Background: an optimization exercise with open tools, aiming at small area. Do not read the settings as production practice.
RTL that was checked went through simulation tests only; none was proved equivalent to the original.
Power is estimated from default activity; no workload was simulated. The clock port is modelled as an ideal driver; clocking choices that lean on that would not hold on a real chip.

Setup of the previous run:
Design Hough, start of the top module:
module Hough(
	input wire			nReset,
	input wire			Clk,
	input wire 	[7:0]	PixelIn,
	input wire			FrameIn,
	input wire			LineIn,
	output reg	[7:0]	PixelOut,
	output reg			FrameOut,
	output reg			LineOut
);
Size: roughly 1200 cells after synthesis, ~730 flip-flops, ~22 I/O pins.
==> module Hough, before the edit <==
module Hough(
	input wire			nReset,
	input wire			Clk,
	input wire 	[7:0]	PixelIn,
	input wire			FrameIn,
	input wire			LineIn,
	output reg	[7:0]	PixelOut,
	output reg			FrameOut,
	output reg			LineOut
);
	localparam N = 105;
	reg [6*N-1:0] line;
	always @(posedge Clk)
		line <= {line[6*N-7:0], PixelIn[7:2]};
	reg [5:0] Wm1;
	reg [7:0] Hm1;
	reg       Hdone;
	always @(posedge Clk or negedge nReset) begin
		if (!nReset) begin
			Hm1   <= 8'd0;
			Hdone <= 1'b0;
		end else if (FrameIn) begin
			if (Hm1 != 8'd0) Hdone <= 1'b1;
		end else if (LineIn && !Hdone)
			Hm1 <= Hm1 + 8'd1;
	end
	wire [4:0] a = Wm1[5:1];
	wire       b = Wm1[0];
	wire [24:1] sel;
	wire [5:0]  M1, M2;
	genvar g, k;
	generate
		for (g = 1; g <= 24; g = g + 1) begin : dec
			assign sel[g] = (a == g);
		end
		for (k = 0; k < 6; k = k + 1) begin : tap
			wire [24:1] d1, d2;
			for (g = 1; g <= 24; g = g + 1) begin : pos
				assign d1[g] = line[6*(100-2*g) + k];
				assign d2[g] = line[6*(98-4*g) + k];
			end
			Select24 s1 (.d(d1), .s(sel), .y(M1[k]));
			Select24 s2 (.d(d2), .s(sel), .y(M2[k]));
		end
	endgenerate
	reg  [5:0] Q1, P1, P2, Q2a, Q2b, S1, S2;
	wire [5:0] X1 = b ? M1 : Q1;	 
	wire [5:0] X2 = b ? M2 : Q2b;	 
	always @(posedge Clk) begin
		Q1  <= M1;
		P1  <= X1;
		P2  <= P1;	 
		Q2a <= M2;
		Q2b <= Q2a;
		S1  <= X2;	 
		S2  <= S1;	 
	end
	wire [5:0] p0 = line[6*104 +: 6];	 
	wire [5:0] p2 = line[6*102 +: 6];	 
	wire [5:0] dv;
	reg  [5:0] ve;
	reg  [4:0] vd;
	always @(posedge Clk) begin
		ve <= dv;
		vd <= ve[5:1];
	end
	wire [7:0] sum;
	EdgeSum es (.p0(p0), .p2(p2), .X1(X1), .P2(P2), .X2(X2), .S2(S2),
		.ve(ve), .vd(vd), .dv(dv), .sum(sum));
	reg       run;
	reg [5:0] co;
	reg [7:0] ro;
	reg       Lc;		 
	reg       Lr;		 
	reg       q;
	wire [5:0] co1 = co + 6'd1;
	wire [7:0] ro1 = ro + 8'd1;
	wire       E = (co1 == Wm1);	 
	wire       F = (ro1 == Hm1);	 
	wire start = !run && (ro == 8'd104);
	always @(posedge Clk or negedge nReset) begin
		if (!nReset) begin
			run <= 1'b0;
			ro  <= 8'd0;
		end else if (!run) begin
			run <= start;
			ro  <= start ? 8'd0 : ro1;
		end else if (Lc)
			ro  <= Lr ? 8'd0 : ro1;
	end
	always @(posedge Clk) begin
		if (!run) begin
			co <= (LineIn || start) ? 6'd0 : co1;
			if (LineIn) Wm1 <= co;
			Lc <= 1'b0;
			Lr <= 1'b0;
		end else begin
			co <= Lc ? 6'd0 : co1;
			Lc <= !Lc && E;
			if (Lc) Lr <= !Lr && F;
		end
	end
	wire mask = Lc | E | Lr | F;
	always @(posedge Clk) begin
		q        <= (ro == {2'b0, co1});
		FrameOut <= (co == 6'd0) && (ro == 8'd0);
		LineOut  <= (co == 6'd0);
		PixelOut <= q ? 8'hFF : (mask ? 8'h00 : sum);
	end
endmodule
Settings: LEC_CHECK=0, CAP_MARGIN=20, CORE_MARGIN=2, CORE_UTILIZATION=30, CTS_BUF_LIST=sky130_fd_sc_hd__clkbuf_16, CTS_CLUSTER_DIAMETER=100, CTS_CLUSTER_SIZE=30, SLEW_MARGIN=20, SYNTH_HIERARCHICAL=1; clock period 10.0 ns.
standard.sh (not shown) runs the stock make flow with config.mk's settings and CLKGATE_MAP_FILE= SYNTH_SCRIPT=/design/flow/synth_recipe.tcl, a recipe that flattens the netlist after the stock synthesis.
==> flow/flow/run.sh <==
#!/bin/bash
# Own layout flow: the standard flow (standard.sh) with a clock tree
# built without dummy loads, small port buffers, and timing-driven
# placement that does not keep its trial buffering.

set -euo pipefail
export CTS_ARGS="-sink_clustering_enable -repair_clock_nets -dont_use_dummy_load -sink_clustering_size 30 -sink_clustering_max_diameter 100 -buf_list sky130_fd_sc_hd__clkbuf_16"
export GPL_KEEP_OVERFLOW=0
export BUFFER_PORTS_ARGS="-buffer_cell sky130_fd_sc_hd__buf_1"
bash standard.sh > standard.log 2>&1
What the current run does differently from the previous run at the input level:
-- flow/design.v --
<<< the previous run, line 16
	reg [7:0] Hm1;
	reg       Hdone;
	always @(posedge Clk or negedge nReset) begin
		if (!nReset) begin
			Hm1   <= 8'd0;
			Hdone <= 1'b0;
		end else if (FrameIn) begin
			if (Hm1 != 8'd0) Hdone <= 1'b1;
		end else if (LineIn && !Hdone)
			Hm1 <= Hm1 + 8'd1;
	end
	wire [4:0] a = Wm1[5:1];
>>> the current run, line 16
	reg [7:0] Hm1;
	reg       Hdone;
	wire Hcount = LineIn && !FrameIn && !Hdone;
	always @(posedge Clk or negedge nReset) begin
		if (!nReset) begin
			Hm1   <= 8'd0;
			Hdone <= 1'b0;
		end else begin
			Hm1 <= Hm1 + {7'd0, Hcount};
			if (FrameIn && Hm1 != 8'd0) Hdone <= 1'b1;
		end
	end
	wire [4:0] a = Wm1[5:1];
<<< the previous run, line 79
	wire       F = (ro1 == Hm1);	 
	wire start = !run && (ro == 8'd104);
	always @(posedge Clk or negedge nReset) begin
		if (!nReset) begin
			run <= 1'b0;
			ro  <= 8'd0;
		end else if (!run) begin
			run <= start;
			ro  <= start ? 8'd0 : ro1;
		end else if (Lc)
			ro  <= Lr ? 8'd0 : ro1;
	end
	always @(posedge Clk) begin
>>> the current run, line 80
	wire       F = (ro1 == Hm1);	 
	wire start = !run && (ro == 8'd104);
	wire roinc = !run || Lc;
	wire roclr = run ? (Lc && Lr) : start;
	always @(posedge Clk or negedge nReset) begin
		if (!nReset) begin
			run <= 1'b0;
			ro  <= 8'd0;
		end else begin
			if (start) run <= 1'b1;
			ro <= roclr ? 8'd0 : ro + {7'd0, roinc};
		end
	end
	always @(posedge Clk) begin
Routability-driven placement congestion ratio: higher on the current run
The share of cell area taken by flip-flops and latches was comparable across the previous run and the current run.
The current run ended up with Wm1[5] as its first element of the critical path; the previous run ended up with Wm1[3].
The current run and the previous run ended up with roughly the same area share of xor/xnor cells in the synthesized design.
From the previous run to the current run the numbers moved as follows: number of distinct standard cells referenced by the synthesized netlist saw an increase, clock insertion delay at the later pin of the skew report neither gained nor lost much, worst voltage drop across the vdd grid grew by about 4.3%, pre-CTS setup slack down 0.17 ns, die area stayed essentially flat.
The current run -> the previous run: simple-gate share of the synthesized area flat
Between the current run and the previous run, the overall power of the completed layout figures differ only marginally.
Comparing the previous run with the current run, the maximum frequency came out essentially unchanged.
Worst path setup slack after routing: the current run better than the previous run

job 101:
Hough, a different RTL version from the one above (not shown whole).
Size in the first run: ~1,200 cells after synthesis, roughly 22 I/O pins, ~19,000 sq um of cells after synthesis.
==> module Hough, before the edit <==
module Hough(
	input wire			nReset,
	input wire			Clk,
	input wire 	[7:0]	PixelIn,
	input wire			FrameIn,
	input wire			LineIn,
	output reg	[7:0]	PixelOut,
	output reg			FrameOut,
	output reg			LineOut
);
	localparam N = 105;
	reg [6*N-1:0] line;
	always @(posedge Clk)
		line <= {line[6*N-7:0], PixelIn[7:2]};
	reg [5:0] Wm1;
	reg [7:0] ri;
	reg [7:0] Hm1;
	always @(posedge Clk or negedge nReset) begin
		if (!nReset)
			ri <= 8'd254;
		else if (FrameIn)
			ri <= 8'd0;
		else if (LineIn)
			ri <= ri + 8'd1;
	end
	always @(posedge Clk)
		if (FrameIn) Hm1 <= ri;
	wire [4:0] a = Wm1[5:1];
	wire       b = Wm1[0];
	wire [24:1] sel;
	wire [5:0]  M1, M2;
	genvar g, k;
	generate
		for (g = 1; g <= 24; g = g + 1) begin : dec
			assign sel[g] = (a == g);
		end
		for (k = 0; k < 6; k = k + 1) begin : tap
			wire [24:1] d1, d2;
			for (g = 1; g <= 24; g = g + 1) begin : pos
				assign d1[g] = line[6*(100-2*g) + k];
				assign d2[g] = line[6*(98-4*g) + k];
			end
			Select24 s1 (.d(d1), .s(sel), .y(M1[k]));
			Select24 s2 (.d(d2), .s(sel), .y(M2[k]));
		end
	endgenerate
	reg  [5:0] Q1, P1, P2, Q2a, Q2b, S1, S2;
	wire [5:0] X1 = b ? M1 : Q1;	 
	wire [5:0] X2 = b ? M2 : Q2b;	 
	always @(posedge Clk) begin
		Q1  <= M1;
		P1  <= X1;
		P2  <= P1;	 
		Q2a <= M2;
		Q2b <= Q2a;
		S1  <= X2;	 
		S2  <= S1;	 
	end
	wire [5:0] p0 = line[6*104 +: 6];	 
	wire [5:0] p2 = line[6*102 +: 6];	 
	wire [5:0] dv;
	reg  [5:0] ve;
	reg  [4:0] vd;
	always @(posedge Clk) begin
		ve <= dv;
		vd <= ve[5:1];
	end
	wire [7:0] sum;
	EdgeSum es (.p0(p0), .p2(p2), .X1(X1), .P2(P2), .X2(X2), .S2(S2),
		.ve(ve), .vd(vd), .dv(dv), .sum(sum));
	reg       run;
	reg [5:0] co;
	reg [7:0] ro;
	reg       Lc;		 
	reg       Lr;		 
	reg       q;
	wire [5:0] co1 = co + 6'd1;
	wire [7:0] ro1 = ro + 8'd1;
	wire       E = (co1 == Wm1);	 
	wire       F = (ro1 == Hm1);	 
	wire start = !run && (ro == 8'd104);
	always @(posedge Clk or negedge nReset) begin
		if (!nReset) begin
			run <= 1'b0;
			ro  <= 8'd0;
		end else if (!run) begin
			run <= start;
			ro  <= start ? 8'd0 : ro1;
		end else if (Lc)
			ro  <= Lr ? 8'd0 : ro1;
	end
	always @(posedge Clk) begin
		if (!run) begin
			co <= (LineIn || start) ? 6'd0 : co1;
			if (LineIn) Wm1 <= co;
			Lc <= 1'b0;
			Lr <= 1'b0;
		end else begin
			co <= Lc ? 6'd0 : co1;
			Lc <= !Lc && E;
			if (Lc) Lr <= !Lr && F;
		end
	end
	wire mask = Lc | E | Lr | F;
	always @(posedge Clk) begin
		q        <= (ro == {2'b0, co1});
		FrameOut <= (co == 6'd0) && (ro == 8'd0);
		LineOut  <= (co == 6'd0);
		PixelOut <= q ? 8'hFF : (mask ? 8'h00 : sum);
	end
endmodule
clock: 10.0 ns
lec_check: 0
cap_margin: 20
core_margin: 2
core_utilization: 30
cts_buf_list: sky130_fd_sc_hd__clkbuf_16
cts_cluster_diameter: 100
cts_cluster_size: 30
slew_margin: 20
synth_hierarchical: 1
run.sh (not shown) runs the stock make flow with config.mk's settings and CLKGATE_MAP_FILE= SYNTH_SCRIPT=/design/flow/synth_recipe.tcl, a recipe that flattens the netlist after the stock synthesis.
Stock flow here: none of the scripts above is used.
Looking at the reports, job 101 completed the entire flow and the layout it produced met the timing, DRC and antenna checks.
Changes in job 102 relative to job 101:
-- flow/design.v --
<<< job 101, line 14
		line <= {line[6*N-7:0], PixelIn[7:2]};
	reg [5:0] Wm1;
	reg [7:0] ri;
	reg [7:0] Hm1;
	always @(posedge Clk or negedge nReset) begin
		if (!nReset)
			ri <= 8'd254;
		else if (FrameIn)
			ri <= 8'd0;
		else if (LineIn)
			ri <= ri + 8'd1;
	end
	always @(posedge Clk)
		if (FrameIn) Hm1 <= ri;
	wire [4:0] a = Wm1[5:1];
	wire       b = Wm1[0];
>>> job 102, line 14
		line <= {line[6*N-7:0], PixelIn[7:2]};
	reg [5:0] Wm1;
	reg [7:0] Hm1;
	reg       Hdone;
	always @(posedge Clk or negedge nReset) begin
		if (!nReset) begin
			Hm1   <= 8'd0;
			Hdone <= 1'b0;
		end else if (FrameIn) begin
			if (Hm1 != 8'd0) Hdone <= 1'b1;
		end else if (LineIn && !Hdone)
			Hm1 <= Hm1 + 8'd1;
	end
	wire [4:0] a = Wm1[5:1];
	wire       b = Wm1[0];
[summary]
For adder-cell share of the synthesized area, job 101 and job 102 come out practically identical.
Job 102 against job 101: utilization held steady; number of cells in the finished layout apart from fillers lost 26; final wirelength went down by 4.3%.
Per the final summary, job 102 finished and its layout is clean on timing, DRC and antenna.
Count of unique library cells instantiated by Yosys (lower): job 102
For job 101, only the layout was checked, not whether the RTL still works.

==> separate check: timing with driven ports <==
The results above use ideal ports. As a check the final layouts listed here were re-extracted and re-timed, cells and wires unchanged.
Step 1, drivers: a clkbuf_16 drives Clk and a buf_2 each remaining input, both assumed.
Step 2, shift: input delay + t, output delay - t, t = (earliest + latest rising clock arrival at the registers) / 2. This alone moves slack from input paths to output paths.
Slacks: no drivers / after step 1 / after step 2; pairs: no drivers / after step 1.
| run | t, ns | setup slack, ns | worst setup path after step 2 | latest minus earliest clock arrival (ns) |
|---|---|---|---|---|
| the previous run | 0.620 | 0.811 / 0.811 / 0.811 | register to register | 0.059 / 0.060 |
| the current run | 0.615 | 0.823 / 0.823 / 0.823 | register to register | 0.053 / 0.053 |
| job 101 | 0.663 | 0.926 / 0.926 / 0.926 | register to register | 0.032 / 0.031 |
| job 102 | 0.655 | 1.144 / 1.144 / 1.144 | register to register | 0.032 / 0.032 |
After both steps setup and hold are still met in every run listed.
